Context: an optimization exercise on an open-source flow, tuned for small area. The choices shown serve that exercise and are no tape-out recipe.
The RTL was checked by simulation tests, not by an equivalence proof against the original design.
The flow treats the clock pin as an ideal source. Dropping or thinning the clock tree relies on that and would not hold on a real chip.

## PIEZO_reality_and_damedame
module PIEZO_reality_and_damedame(RESETN, CLK_1MHZ, A, T, SONG);
  input RESETN, CLK_1MHZ, A, T;
  output SONG;
  reg h1; reg [5:0] j1; reg b1, g1n, z1; reg [18:0] s1; reg [1:0] u1; reg [10:0] c1;
  reg [7:0] p2; reg b2, g2n, z2; reg [17:0] s2; reg [10:0] c2;
  wire [5:0] i1 = j1 ^ 6'd62;
  wire f1 = ~g1n, f2 = ~g2n;
  reg [3:0] n1id, n2id; reg [1:0] k1;
  reg [10:0] t1, t2; reg r1, r2;
  always @(*) begin
    case ({h1, i1})
      7'd0: begin n1id = 4'd5; k1 = 2'd2; end
      7'd1: begin n1id = 4'd8; k1 = 2'd0; end
      7'd2: begin n1id = 4'd9; k1 = 2'd0; end
      7'd3: begin n1id = 4'd5; k1 = 2'd1; end
      7'd4: begin n1id = 4'd1; k1 = 2'd0; end
      7'd5: begin n1id = 4'd11; k1 = 2'd0; end
      7'd6: begin n1id = 4'd5; k1 = 2'd1; end
      7'd7: begin n1id = 4'd0; k1 = 2'd0; end
      7'd8: begin n1id = 4'd12; k1 = 2'd0; end
      7'd9: begin n1id = 4'd9; k1 = 2'd0; end
      7'd10: begin n1id = 4'd5; k1 = 2'd1; end
      7'd11: begin n1id = 4'd1; k1 = 2'd0; end
      7'd12: begin n1id = 4'd11; k1 = 2'd0; end
      7'd13: begin n1id = 4'd5; k1 = 2'd3; end
      7'd14: begin n1id = 4'd3; k1 = 2'd2; end
      7'd15: begin n1id = 4'd4; k1 = 2'd0; end
      7'd16: begin n1id = 4'd5; k1 = 2'd3; end
      7'd17: begin n1id = 4'd0; k1 = 2'd0; end
      7'd18: begin n1id = 4'd8; k1 = 2'd0; end
      7'd19: begin n1id = 4'd10; k1 = 2'd0; end
      7'd20: begin n1id = 4'd11; k1 = 2'd0; end
      7'd21: begin n1id = 4'd5; k1 = 2'd0; end
      7'd22: begin n1id = 4'd1; k1 = 2'd1; end
      7'd23: begin n1id = 4'd13; k1 = 2'd0; end
      7'd24: begin n1id = 4'd1; k1 = 2'd1; end
      7'd25: begin n1id = 4'd0; k1 = 2'd0; end
      7'd26: begin n1id = 4'd8; k1 = 2'd0; end
      7'd27: begin n1id = 4'd4; k1 = 2'd0; end
      7'd28: begin n1id = 4'd7; k1 = 2'd1; end
      7'd29: begin n1id = 4'd2; k1 = 2'd0; end
      7'd30: begin n1id = 4'd7; k1 = 2'd1; end
      7'd31: begin n1id = 4'd0; k1 = 2'd0; end
      7'd32: begin n1id = 4'd11; k1 = 2'd0; end
      7'd33: begin n1id = 4'd7; k1 = 2'd0; end
      7'd34: begin n1id = 4'd9; k1 = 2'd1; end
      7'd35: begin n1id = 4'd5; k1 = 2'd0; end
      7'd36: begin n1id = 4'd9; k1 = 2'd2; end
      7'd37: begin n1id = 4'd5; k1 = 2'd0; end
      7'd38: begin n1id = 4'd1; k1 = 2'd3; end
      7'd39: begin n1id = 4'd0; k1 = 2'd1; end
      7'd40: begin n1id = 4'd0; k1 = 2'd0; end
  ...
Size in the first run: roughly 82 flip-flops, ~5 I/O pins, roughly 0.0036 sq mm of cells after synthesis.
export LEC_CHECK = 0
export ABC_AREA = 1
export CAP_MARGIN = 20
export CORE_MARGIN = 2
export CORE_UTILIZATION = 40
export SLEW_MARGIN = 20
create_clock -name core_clock -period 10.0 [get_ports {CLK_1MHZ}]
standard.sh (not shown) runs the stock make flow with config.mk's settings and CLKGATE_MAP_FILE= SYNTH_SCRIPT=/design/flow/synth_recipe.tcl, a recipe that flattens the netlist after the stock synthesis.
==> flow/flow/run.sh <==
#!/bin/bash
# The standard layout (standard.sh) with two synthesis changes, both in the
# combinational mapping only (registers are mapped before either step, so they
# are the standard synthesis's registers, same names and cell types):
#  - ABC maps with an area-oriented script (flow/abc_area.script) in place of
#    ORFS's delay-oriented one;
#  - Yosys's half/full-adder extraction (extract_fa) is skipped, so ABC sees
#    the adder logic as plain gates.
# and two layout changes:
#  - the clock tree is flow/clock_buffer.tcl (the clock port drives three
#    buf_12 cells, each driving a third of the flip-flops) in place of
#    TritonCTS's H-tree; the rest of ORFS's CTS step (timing repair,
#    legalisation) runs as usual;
#  - the port buffers that ORFS inserts on every input and output are buf_1
#    cells (BUFFER_PORTS_ARGS) rather than the cell buffer_ports picks.
# Every other step is ORFS's own, run through standard.sh's make command.
set -euo pipefail
HERE=$(pwd)
rm -rf "$HERE/scripts_custom"
cp -r "$FLOW_HOME/scripts" "$HERE/scripts_custom"
cp "$HERE/flow/abc_area.script" "$HERE/scripts_custom/abc_area.script"
awk '/# extract the full adders/ {skip=1} /dont_use_after_adder_step/ {skip=0} !skip' \
  "$FLOW_HOME/scripts/synth.tcl" > "$HERE/scripts_custom/synth.tcl"
! grep -q extract_fa "$HERE/scripts_custom/synth.tcl"
# clock tree: flow/clock_buffer.tcl in place of TritonCTS's clock_tree_synthesis
grep -q '^log_cmd clock_tree_synthesis {\*}\$cts_args$' "$FLOW_HOME/scripts/cts.tcl"
sed "s|^log_cmd clock_tree_synthesis {\*}\$cts_args$|source $HERE/flow/clock_buffer.tcl|" \
  "$FLOW_HOME/scripts/cts.tcl" > "$HERE/scripts_custom/cts.tcl"
grep -q "source $HERE/flow/clock_buffer.tcl" "$HERE/scripts_custom/cts.tcl"
sed "s|make -C \([^ ]*\) |make -C \1 SCRIPTS_DIR=$HERE/scripts_custom ABC_AREA=1 BUFFER_PORTS_ARGS='-buffer_cell sky130_fd_sc_hd__buf_1' |" standard.sh > custom.sh
grep -q "SCRIPTS_DIR=$HERE/scripts_custom" custom.sh
bash custom.sh synth > synth.log 2>&1
bash custom.sh > layout.log 2>&1
test -s out/final.def
Other scripts of this flow, unchanged in this note and not shown: flow/flow/abc_area.script, flow/flow/clock_buffer.tcl
Next try:
--- a/flow/design.v
+++ b/flow/design.v
@@ -28,21 +28,21 @@
       7'd16: begin n1id = 4'd5; k1 = 2'd3; end
       7'd17: begin n1id = 4'd0; k1 = 2'd0; end
       7'd18: begin n1id = 4'd8; k1 = 2'd0; end
       7'd19: begin n1id = 4'd10; k1 = 2'd0; end
       7'd20: begin n1id = 4'd11; k1 = 2'd0; end
       7'd21: begin n1id = 4'd5; k1 = 2'd0; end
       7'd22: begin n1id = 4'd1; k1 = 2'd1; end
-      7'd23: begin n1id = 4'd13; k1 = 2'd0; end
+      7'd23: begin n1id = 4'd2; k1 = 2'd0; end
       7'd24: begin n1id = 4'd1; k1 = 2'd1; end
       7'd25: begin n1id = 4'd0; k1 = 2'd0; end
       7'd26: begin n1id = 4'd8; k1 = 2'd0; end
       7'd27: begin n1id = 4'd4; k1 = 2'd0; end
       7'd28: begin n1id = 4'd7; k1 = 2'd1; end
-      7'd29: begin n1id = 4'd2; k1 = 2'd0; end
+      7'd29: begin n1id = 4'd13; k1 = 2'd0; end
       7'd30: begin n1id = 4'd7; k1 = 2'd1; end
       7'd31: begin n1id = 4'd0; k1 = 2'd0; end
       7'd32: begin n1id = 4'd11; k1 = 2'd0; end
       7'd33: begin n1id = 4'd7; k1 = 2'd0; end
       7'd34: begin n1id = 4'd9; k1 = 2'd1; end
       7'd35: begin n1id = 4'd5; k1 = 2'd0; end
       7'd36: begin n1id = 4'd9; k1 = 2'd2; end
@@ -92,21 +92,21 @@
       7'd80: begin n1id = 4'd5; k1 = 2'd3; end
       7'd81: begin n1id = 4'd0; k1 = 2'd0; end
       7'd82: begin n1id = 4'd8; k1 = 2'd0; end
       7'd83: begin n1id = 4'd10; k1 = 2'd0; end
       7'd84: begin n1id = 4'd11; k1 = 2'd0; end
       7'd85: begin n1id = 4'd5; k1 = 2'd0; end
       7'd86: begin n1id = 4'd1; k1 = 2'd1; end
-      7'd87: begin n1id = 4'd13; k1 = 2'd0; end
+      7'd87: begin n1id = 4'd2; k1 = 2'd0; end
       7'd88: begin n1id = 4'd1; k1 = 2'd1; end
       7'd89: begin n1id = 4'd0; k1 = 2'd0; end
       7'd90: begin n1id = 4'd8; k1 = 2'd0; end
       7'd91: begin n1id = 4'd4; k1 = 2'd0; end
       7'd92: begin n1id = 4'd7; k1 = 2'd1; end
-      7'd93: begin n1id = 4'd2; k1 = 2'd0; end
+      7'd93: begin n1id = 4'd13; k1 = 2'd0; end
       7'd94: begin n1id = 4'd7; k1 = 2'd1; end
       7'd95: begin n1id = 4'd0; k1 = 2'd0; end
       7'd96: begin n1id = 4'd11; k1 = 2'd0; end
       7'd97: begin n1id = 4'd7; k1 = 2'd0; end
       7'd98: begin n1id = 4'd9; k1 = 2'd1; end
       7'd99: begin n1id = 4'd5; k1 = 2'd0; end
       7'd100: begin n1id = 4'd1; k1 = 2'd2; end
@@ -139,26 +139,26 @@
       7'd127: begin n1id = 4'd0; k1 = 2'd0; end
     endcase
   end
   always @(*) begin
     case (n1id)
       4'd0: begin r1 = 1'b1; t1 = 11'd375; end   
       4'd1: begin r1 = 1'b0; t1 = 11'd259; end   
-      4'd2: begin r1 = 1'b0; t1 = 11'd1617; end   
+      4'd2: begin r1 = 1'b0; t1 = 11'd832; end   
       4'd3: begin r1 = 1'b0; t1 = 11'd427; end   
       4'd4: begin r1 = 1'b0; t1 = 11'd375; end   
       4'd5: begin r1 = 1'b0; t1 = 11'd544; end   
       4'd6: begin r1 = 1'b0; t1 = 11'd0; end
       4'd7: begin r1 = 1'b0; t1 = 11'd514; end   
       4'd8: begin r1 = 1'b0; t1 = 11'd1886; end   
       4'd9: begin r1 = 1'b0; t1 = 11'd330; end   
       4'd10: begin r1 = 1'b0; t1 = 11'd1644; end   
       4'd11: begin r1 = 1'b0; t1 = 11'd1485; end   
       4'd12: begin r1 = 1'b0; t1 = 11'd856; end   
-      4'd13: begin r1 = 1'b0; t1 = 11'd832; end   
+      4'd13: begin r1 = 1'b0; t1 = 11'd1617; end   
       4'd14: begin r1 = 1'b0; t1 = 11'd0; end
       4'd15: begin r1 = 1'b0; t1 = 11'd0; end
     endcase
   end
   always @(*) begin
     case (p2)
       8'd0: n2id = 4'd2;
=> The changed run completed without violations; sequential cell count is unchanged; core utilization falls by 0.16 points; sequential share of layout area rises by 0.17 points; design area falls by about 0.36%; worst hold slack hardly moves; global-route usage falls by 0.65 points; clock skew falls by 4.8 ps.
In every run of this note, the design's own scripts or RTL, not TritonCTS, make the clock network.

[port drivers added, routing unchanged]
No port has a modelled driver above. Below, the same layouts with a new extraction and two added sets of constraints.
Step 1 (the two cells are an assumption about what drives the block):
set clk [get_ports {CLK_1MHZ}]
set_driving_cell -lib_cell sky130_fd_sc_hd__clkbuf_16 $clk
set_driving_cell -lib_cell sky130_fd_sc_hd__buf_2 [delete_from_list [all_inputs] $clk]
Step 2 also shifts input and output timing later by t, the mid clock arrival at the registers, as if the neighbouring blocks saw the same clock.
Three values: no drivers, after step 1, after step 2; two values: the first two.
run	t, ns	slack for setup (ns)	worst setup path after step 2
the first run	0.202	5.201 / 5.201 / 5.201	register to register
the second run	0.201	5.457 / 5.453 / 5.453	input to output
After both steps every run listed still meets setup and hold. The setup slack of the second run, which loses most, moves by -0.004 ns with the drivers and by -0.004 ns with both steps.
